This is an optimization exercise on Yosys and OpenROAD, whose aim is small area and a short achievable clock period, not a production implementation. Only simulation tests tie the RTL to the original design; equivalence was not proved.

==> inputs of wip/quartz <==
==> flow/design.v <==
module float_add_lz(d, z, v);
    input  wire [63:0] d;
    output wire [5:0]  z;
    output wire        v;
    wire [31:0] v1;  wire [31:0]  z1;
    wire [15:0] v2;  wire [31:0]  z2;
    wire [7:0]  v3;  wire [23:0]  z3;
    wire [3:0]  v4;  wire [15:0]  z4;
    wire [1:0]  v5;  wire [9:0]   z5;
    genvar i;
    generate
        for (i = 0; i < 32; i = i + 1) begin : l1
            assign v1[i] = d[2*i+1] | d[2*i];
            assign z1[i] = ~d[2*i+1];
        end
        for (i = 0; i < 16; i = i + 1) begin : l2
            assign v2[i] = v1[2*i+1] | v1[2*i];
            assign z2[2*i+1:2*i] = v1[2*i+1] ? {1'b0, z1[2*i+1]} : {1'b1, z1[2*i]};
        end
        for (i = 0; i < 8; i = i + 1) begin : l3
            assign v3[i] = v2[2*i+1] | v2[2*i];
            assign z3[3*i+2:3*i] = v2[2*i+1] ? {1'b0, z2[4*i+3:4*i+2]} : {1'b1, z2[4*i+1:4*i]};
        end
        for (i = 0; i < 4; i = i + 1) begin : l4
            assign v4[i] = v3[2*i+1] | v3[2*i];
            assign z4[4*i+3:4*i] = v3[2*i+1] ? {1'b0, z3[6*i+5:6*i+3]} : {1'b1, z3[6*i+2:6*i]};
        end
        for (i = 0; i < 2; i = i + 1) begin : l5
            assign v5[i] = v4[2*i+1] | v4[2*i];
            assign z5[5*i+4:5*i] = v4[2*i+1] ? {1'b0, z4[8*i+7:8*i+4]} : {1'b1, z4[8*i+3:8*i]};
        end
    endgenerate
    assign v = v5[1] | v5[0];
    assign z = v5[1] ? {1'b0, z5[9:5]} : {1'b1, z5[4:0]};
endmodule
module float_add(clk, rst, i_cip, i_vstart, i_vector_length, i_sj, i_sk,
                 i_v0, i_v1, i_v2, i_v3, i_v4, i_v5, i_v6, i_v7,
                 o_busy, o_result, err);
    input  wire        clk;
    input  wire        rst;
    input  wire [15:0] i_cip;
    input  wire        i_vstart;
    input  wire [6:0]  i_vector_length;
    input  wire [63:0] i_sj;
    input  wire [63:0] i_sk;
    input  wire [63:0] i_v0;
    input  wire [63:0] i_v1;
    input  wire [63:0] i_v2;
    input  wire [63:0] i_v3;
    input  wire [63:0] i_v4;
    input  wire [63:0] i_v5;
    input  wire [63:0] i_v6;
    input  wire [63:0] i_v7;
    output reg  [63:0] o_result;
    output wire        o_busy;
    output wire        err;
    reg [6:0] reservation_time;
    reg       busy_q;
    reg       sel_s;
    reg [7:0] sel_j, sel_k;
    wire [6:0] rt_next = rst ? 7'h7f :
                         i_vstart ? i_vector_length :
                         (reservation_time != 7'h7f) ? reservation_time - 7'd1 :
                         reservation_time;
    wire       scalar_next = &rt_next;
    wire [7:0] j_dec = 8'd1 << i_cip[5:3];
    wire [7:0] k_dec = 8'd1 << i_cip[2:0];
    always @(posedge clk) begin
        reservation_time <= rt_next;
        busy_q <= ~rt_next[6] | (rt_next[5:0] == 6'd0);
        sel_s  <= scalar_next;
        sel_j  <= scalar_next ? 8'd0 : i_vstart ? j_dec : sel_j;
        sel_k  <= scalar_next ? 8'd0 : i_vstart ? k_dec : sel_k;
    end
    assign o_busy = busy_q;
    wire [63:0] a, b;
    fadd_sel u_sel_a(.s(sel_s), .v(sel_j), .xs(i_sj), .x0(i_v0), .x1(i_v1), .x2(i_v2),
                     .x3(i_v3), .x4(i_v4), .x5(i_v5), .x6(i_v6), .x7(i_v7), .y(a));
    fadd_sel u_sel_b(.s(sel_s), .v(sel_k), .xs(i_sk), .x0(i_v0), .x1(i_v1), .x2(i_v2),
                     .x3(i_v3), .x4(i_v4), .x5(i_v5), .x6(i_v6), .x7(i_v7), .y(b));
    wire [14:0] ea = a[62:48];
    wire [14:0] eb = b[62:48];
    wire        jgt, big;
    wire [5:0]  dab, dba;
    fadd_exp u_exp(.ea(ea), .eb(eb), .jgt(jgt), .big(big), .dab(dab), .dba(dba));
    wire        is_add = (i_cip[15:9] == 7'b0110010);
    wire        sub = a[63] ^ b[63] ^ ~is_add;
    reg [47:0] ca1, cb1;
    reg [14:0] ea1, eb1;
    reg [5:0]  dab1, dba1;
    reg        jgt1, sa1, sub1, err_q;
    always @(posedge clk) begin
        ca1   <= a[47:0];
        cb1   <= b[47:0] ^ {48{sub}};
        ea1   <= ea;
        eb1   <= eb;
        dab1  <= dab;
        dba1  <= dba;
        jgt1  <= jgt;
        sa1   <= a[63];
        sub1  <= sub;
        err_q <= big;
    end
    assign err = err_q;
    wire [47:0] xa  = jgt1 ? ca1 : cb1;
    wire [47:0] y1  = jgt1 ? cb1 : ca1;
    wire [5:0]  sh1 = jgt1 ? dab1 : dba1;
    wire        fill1 = sub1 & jgt1;
    wire [47:0] t5 = sh1[5] ? {{32{fill1}}, y1[47:32]}  : y1;
    wire [47:0] t4 = sh1[4] ? {{16{fill1}}, t5[47:16]} : t5;
    wire [47:0] t3 = sh1[3] ? {{8{fill1}},  t4[47:8]}  : t4;
    wire [47:0] t2 = sh1[2] ? {{4{fill1}},  t3[47:4]}  : t3;
    wire [47:0] t1 = sh1[1] ? {{2{fill1}},  t2[47:2]}  : t2;
    wire [47:0] yb = sh1[0] ? {fill1,       t1[47:1]}  : t1;
    reg [47:0] x2, y2;
    reg [14:0] e2;
    reg        sa2, sub2;
    always @(posedge clk) begin
        x2   <= xa;
        y2   <= yb;
        e2   <= (jgt1 ? ea1 : eb1) + 15'd1;
        sa2  <= sa1;
        sub2 <= sub1;
    end
    wire [47:0] s2;
    wire        c2;
    fadd_add48 u_add(.x(x2), .y(y2), .s(s2), .co(c2));
    reg [47:0] s3;
    reg        c3, sub3, sa3;
    reg [14:0] e3;
    always @(posedge clk) begin
        s3   <= s2;
        c3   <= c2;
        sub3 <= sub2;
        sa3  <= sa2;
        e3   <= e2;
    end
    wire [47:0] ones;       
    fadd_ones48 u_ones(.d(s3), .o(ones));
    wire [48:0] m3 = {~sub3 & c3, s3 ^ ({48{sub3}} & (ones | {48{~c3}}))};
    reg [48:0] m4;
    reg        sg4;
    reg [14:0] e4;
    always @(posedge clk) begin
        m4  <= m3;
        sg4 <= sa3 ^ (sub3 & ~c3);
        e4  <= e3;
    end
    wire [5:0] lz;
    wire       nz;
    float_add_lz u_lz(.d({m4, 15'h7fff}), .z(lz), .v(nz));
    reg [48:0] m5;
    reg [5:0]  lz5;
    reg        zero5, sg5;
    reg [14:0] e5;
    always @(posedge clk) begin
        m5    <= m4;
        lz5   <= lz;
        zero5 <= ~|m4;
        sg5   <= sg4;
        e5    <= e4;
    end
    wire [48:0] n5 = m5 << lz5;
    always @(posedge clk)
        o_result <= {sg5, zero5 ? 15'd0 : e5 - {9'd0, lz5}, n5[48:1]};
endmodule
module fadd_sel(s, v, xs, x0, x1, x2, x3, x4, x5, x6, x7, y);
    input  wire        s;
    input  wire [7:0]  v;
    input  wire [63:0] xs, x0, x1, x2, x3, x4, x5, x6, x7;
    output wire [63:0] y;
    assign y = ({64{s}}    & xs) |
               ({64{v[0]}} & x0) | ({64{v[1]}} & x1) | ({64{v[2]}} & x2) |
               ({64{v[3]}} & x3) | ({64{v[4]}} & x4) | ({64{v[5]}} & x5) |
               ({64{v[6]}} & x6) | ({64{v[7]}} & x7);
endmodule
module fadd_exp(ea, eb, jgt, big, dab, dba);
    input  wire [14:0] ea, eb;
    output wire        jgt, big;
    output wire [5:0]  dab, dba;
    function carry16;
        input [15:0] x, y;
        reg   [15:0] g, p;
        reg   [7:0]  g1, p1;
        reg   [3:0]  g2, p2;
        reg   [1:0]  g3, p3;
        integer i;
        begin
            g = x & y;
            p = x | y;
            for (i = 0; i < 8; i = i + 1) begin
                g1[i] = g[2*i+1] | (p[2*i+1] & g[2*i]);
                p1[i] = p[2*i+1] & p[2*i];
            end
            for (i = 0; i < 4; i = i + 1) begin
                g2[i] = g1[2*i+1] | (p1[2*i+1] & g1[2*i]);
                p2[i] = p1[2*i+1] & p1[2*i];
            end
            for (i = 0; i < 2; i = i + 1) begin
                g3[i] = g2[2*i+1] | (p2[2*i+1] & g2[2*i]);
                p3[i] = p2[2*i+1] & p2[2*i];
            end
            carry16 = g3[1] | (p3[1] & g3[0]);
        end
    endfunction
    function far_above;
        input [14:0] x, y;
        reg   [15:0] u, v, k, s, c;
        begin
            u = {1'b0, x};
            v = {1'b0, ~y};
            k = 16'd32720;
            s = u ^ v ^ k;
            c = (u & v) | (u & k) | (v & k);
            far_above = carry16(s, {c[14:0], 1'b0});
        end
    endfunction
    assign jgt = carry16({ea, 1'b0}, {~eb, 1'b0});
    assign big = far_above(ea, eb) | far_above(eb, ea);
    assign dab = ea[5:0] - eb[5:0];
    assign dba = eb[5:0] - ea[5:0];
endmodule
module fadd_add48(x, y, s, co);
    input  wire [47:0] x, y;
    output wire [47:0] s;
    output wire        co;
    wire [47:0] g [0:6];
    wire [47:0] p [0:6];
    assign g[0] = x & y;
    assign p[0] = x ^ y;
    genvar l, i;
    generate
        for (l = 0; l < 6; l = l + 1) begin : lev
            for (i = 0; i < 48; i = i + 1) begin : bt
                if ((i >> l) & 1) begin : comb
                    localparam integer J = ((i >> l) << l) - 1;
                    assign g[l+1][i] = g[l][i] | (p[l][i] & g[l][J]);
                    assign p[l+1][i] = p[l][i] & p[l][J];
                end else begin : pass
                    assign g[l+1][i] = g[l][i];
                    assign p[l+1][i] = p[l][i];
                end
            end
        end
    endgenerate
    assign s  = p[0] ^ {g[6][46:0], 1'b0};
    assign co = g[6][47];
endmodule
module fadd_ones48(d, o);
    input  wire [47:0] d;
    output wire [47:0] o;
    wire [47:0] t [0:6];
    assign t[0] = d;
    genvar l, i;
    generate
        for (l = 0; l < 6; l = l + 1) begin : lev
            for (i = 0; i < 48; i = i + 1) begin : bt
                if ((i >> l) & 1) begin : comb
                    localparam integer J = ((i >> l) << l) - 1;
                    assign t[l+1][i] = t[l][i] & t[l][J];
                end else begin : pass
                    assign t[l+1][i] = t[l][i];
                end
            end
        end
    endgenerate
    assign o = {t[6][46:0], 1'b1};
endmodule
==> flow/flow/run.sh <==
#!/bin/bash
# The standard layout (standard.sh: ORFS synthesis to final), with one
# change: the port buffers that ORFS inserts at placement are the smallest
# buffer cell (buf_1) rather than the tool's default choice. Every input
# and output port still gets its own buffer. ORFS keeps each step's log in
# orfs/logs; make's own output goes to standard.log here.
set -euo pipefail
export BUFFER_PORTS_ARGS="-buffer_cell sky130_fd_sc_hd__buf_1"
bash standard.sh > standard.log 2>&1
==> flow/standard.sh <==
#!/bin/bash
# synth_recipe.tcl (not shown) runs the flow's synth.tcl, then flattens the netlist and writes it again
# the make line also repeats each setting of config.mk as NAME=value (left out here)
make -C /OpenROAD-flow-scripts/flow DESIGN_CONFIG=/design/flow/config.mk WORK_HOME=/design/flow/orfs CLKGATE_MAP_FILE= SYNTH_SCRIPT=/design/flow/synth_recipe.tcl "${@:-finish}"
==> flow/config.mk <==
export PLATFORM = sky130hd
export DESIGN_NAME = float_add
export DESIGN_NICKNAME = float_add
export VERILOG_FILES = /design/flow/design.v
export SDC_FILE = /design/flow/constraint.sdc
export NUM_CORES = 4
export LEC_CHECK = 0
export CAP_MARGIN = 20
export CORE_MARGIN = 2
export CORE_UTILIZATION = 40
export SETUP_SLACK_MARGIN = 3.4
export SLEW_MARGIN = 20
export SYNTH_HIERARCHICAL = 1
==> flow/constraint.sdc <==
create_clock -name core_clock -period 6.0 [get_ports {clk}]
set_input_delay 1.2000 -clock core_clock [delete_from_list [all_inputs] [get_ports {clk}]]
set_output_delay 1.2000 -clock core_clock [all_outputs]
set_load 0.01 [all_outputs]
==> wip/juniper: changes against wip/quartz <==
==> flow/flow/run.sh (replaced) <==
#!/bin/bash
# The standard layout (standard.sh: ORFS from synthesis to the final
# layout) with two changes:
#  - synthesis is the standard flow's own script (synth_recipe.tcl) except that Yosys's
#    abc pass runs flow/abc_map.script, a delay-targeted mapping
#    (dch + map -D 1200) in place of ORFS's default ABC script. Registers
#    are not touched by abc, so they are the standard synthesis's.
#  - the port buffers that ORFS inserts at placement are buf_1 cells.
#    Every input and output port still gets its own buffer.
# ORFS keeps each step's log in orfs/logs; make's output goes to
# standard.log here.
set -euo pipefail
here=$PWD
export BUFFER_PORTS_ARGS="-buffer_cell sky130_fd_sc_hd__buf_1"
export FLOW_ABC_SCRIPT=$here/flow/abc_map.script
cat flow/abc_proc.tcl synth_recipe.tcl > flow_synth.tcl
sed "s#SYNTH_SCRIPT=[^ ]*#SYNTH_SCRIPT=$here/flow_synth.tcl#" standard.sh > flow_standard.sh
grep -q "SYNTH_SCRIPT=$here/flow_synth.tcl" flow_standard.sh
bash flow_standard.sh > standard.log 2>&1
==> flow/flow/abc_map.script (new file) <==
strash
dch -f
map -D 1200
topo
stime -c
buffer -c
upsize -c -D 1200
dnsize -c -D 1200
==> flow/flow/abc_proc.tcl (new file) <==
# abc as the standard flow's synthesis calls it, but with the ABC script named by
# FLOW_ABC_SCRIPT (which carries its own delay target, so no -D)
proc abc {args} {
  set i [lsearch -exact $args -script]
  if {$i >= 0} { set args [lreplace $args $i [expr {$i + 1}]] }
  set j [lsearch -exact $args -D]
  if {$j >= 0} { set args [lreplace $args $j [expr {$j + 1}]] }
  yosys abc -script $::env(FLOW_ABC_SCRIPT) {*}$args
}
--- a/flow/config.mk
+++ b/flow/config.mk
@@ -9,4 +9,7 @@
 export CORE_MARGIN = 2
 export CORE_UTILIZATION = 40
+export CTS_CLUSTER_DIAMETER = 80
+export CTS_CLUSTER_SIZE = 30
+export PLACE_DENSITY = 0.75
 export SETUP_SLACK_MARGIN = 3.4
 export SLEW_MARGIN = 20
==> wip/tundra: changes against wip/quartz <==
==> flow/flow/run.sh (replaced) <==
#!/bin/bash
# The standard layout (standard.sh: ORFS from synthesis to the final
# layout) with two changes:
#  - synthesis is the standard flow's own script (synth_recipe.tcl) except that Yosys's
#    abc pass runs delay-targeted ABC scripts from flow/ (see
#    flow/abc_proc.tcl) in place of ORFS's default ABC script. abc maps
#    only combinational logic, so the registers are the standard
#    synthesis's.
#  - the port buffers that ORFS inserts at placement are buf_1 cells.
#    Every input and output port still gets its own buffer.
# ORFS keeps each step's log in orfs/logs; make's output goes to
# standard.log here.
set -euo pipefail
here=$PWD
export BUFFER_PORTS_ARGS="-buffer_cell sky130_fd_sc_hd__buf_1"
export FLOW_ABC_DIR=$here/flow
cat flow/abc_proc.tcl synth_recipe.tcl > flow_synth.tcl
sed "s#SYNTH_SCRIPT=[^ ]*#SYNTH_SCRIPT=$here/flow_synth.tcl#" standard.sh > flow_standard.sh
grep -q "SYNTH_SCRIPT=$here/flow_synth.tcl" flow_standard.sh
bash flow_standard.sh > standard.log 2>&1
==> flow/flow/abc_d1200.script (new file) <==
strash
dch -f
map -D 1200
topo
stime -c
buffer -c
upsize -c -D 1200
dnsize -c -D 1200
==> flow/flow/abc_d400.script (new file) <==
strash
dch -f
map -D 400
topo
stime -c
buffer -c
upsize -c -D 400
dnsize -c -D 400
==> flow/flow/abc_d700.script (new file) <==
strash
dch -f
map -D 700
topo
stime -c
buffer -c
upsize -c -D 700
dnsize -c -D 700
==> flow/flow/abc_proc.tcl (new file) <==
# abc as the standard flow's synthesis calls it, but with ABC scripts of our own, each
# a delay-targeted mapping (dch + map -D) carrying its own target, so no
# -D: the operand select with 400 ps, the exponent compare with 700 ps,
# then everything else with 1200 ps. abc maps only the combinational
# logic; the registers are left as the standard flow's synthesis made them.
proc abc {args} {
  set i [lsearch -exact $args -script]
  if {$i >= 0} { set args [lreplace $args $i [expr {$i + 1}]] }
  set j [lsearch -exact $args -D]
  if {$j >= 0} { set args [lreplace $args $j [expr {$j + 1}]] }
  set d $::env(FLOW_ABC_DIR)
  yosys abc -script $d/abc_d400.script {*}$args fadd_sel
  yosys abc -script $d/abc_d700.script {*}$args fadd_exp
  yosys abc -script $d/abc_d1200.script {*}$args
}
==> impl_metrics.json <==
{
  "run_status": "no timing/DRC/antenna violations",
  "track_usage_pct": 36.7,
  "sw_frac_of_total_pct": 49.3,
  "timing.rr.end": "err_q",
  "dp_slack_ns": 2.15,
  "multi_input_area_share_pct": 50.8,
  "die_y_microns": 283,
  "crit_cells": 12,
  "timing.hold.ws_ns": 0.334,
  "final_area_sq_um": 37600,
  "n_antenna_cell": 79,
  "p_comb_share_pct": 59.5,
  "max_clock_freq_mhz": 354,
  "grt_pass1_wl_mm": 213
}
-- figures above: wip/juniper

==> impl_metrics.json <==
{
  "multi_input_area_share_pct": 52.6,
  "max_clock_freq_mhz": 352,
  "die_y_microns": 291,
  "slew_headroom_pct": 46.6,
  "p_comb_share_pct": 58.7,
  "power_mw": 26.2,
  "dp_slack_ns": 2.22,
  "run_status": "no timing/DRC/antenna violations",
  "timing.rr.end": "s3[45]",
  "top_regs": "o_result: 64 flops, m4: 49 flops, m5: 49 flops",
  "crit_cells": 11,
  "cp_max_fo": 5,
  "track_usage_pct": 37.8,
  "final_area_sq_um": 41000,
  "n_antenna_cell": 54
}
-- figures above: wip/quartz

==> impl_metrics.json <==
{
  "timing.rr.end": "jgt1",
  "final_area_sq_um": 38300,
  "p_comb_share_pct": 56.4,
  "max_clock_freq_mhz": 370,
  "run_status": "no timing/DRC/antenna violations",
  "n_antenna_cell": 64,
  "sw_frac_of_total_pct": 47.5,
  "multi_input_area_share_pct": 48.9,
  "timing.hold.ws_ns": 0.318,
  "grt_pass1_wl_mm": 212
}
-- figures above: wip/tundra

[what the ideal ports hide]
How much do the figures lean on ideal ports? The routed layouts below were timed once more, with nothing changed but the port constraints. Step 1, drivers: a clkbuf_16 drives clk and a buf_2 each remaining input, both assumed. Step 2 adds t to the input delays and takes it off the output delays; t is the mean of the earliest and latest rising clock arrival at the registers after step 1. Input paths then give back, and output paths get back, about the clock's delay inside the block. Three values: no drivers, after step 1, after step 2; two values: the first two.
run | shift t [ns] | setup slack, ns | hold slack, ns | worst setup path at the end | clock arrival spread, ns
wip/quartz | 0.718 | 3.158 / 3.184 / 2.466 | 0.298 / 0.298 / 0.298 | input to register | 0.040 / 0.041
wip/juniper | 0.704 | 3.172 / 3.210 / 2.506 | 0.334 / 0.334 / 0.334 | input to register | 0.026 / 0.027
wip/tundra | 0.692 | 3.297 / 3.339 / 2.647 | 0.318 / 0.318 / 0.318 | input to register | 0.052 / 0.052
After both steps every run listed still meets setup and hold. For wip/quartz, which loses most, drivers alone change the setup slack by +0.026 ns; drivers and shift together by -0.692 ns.
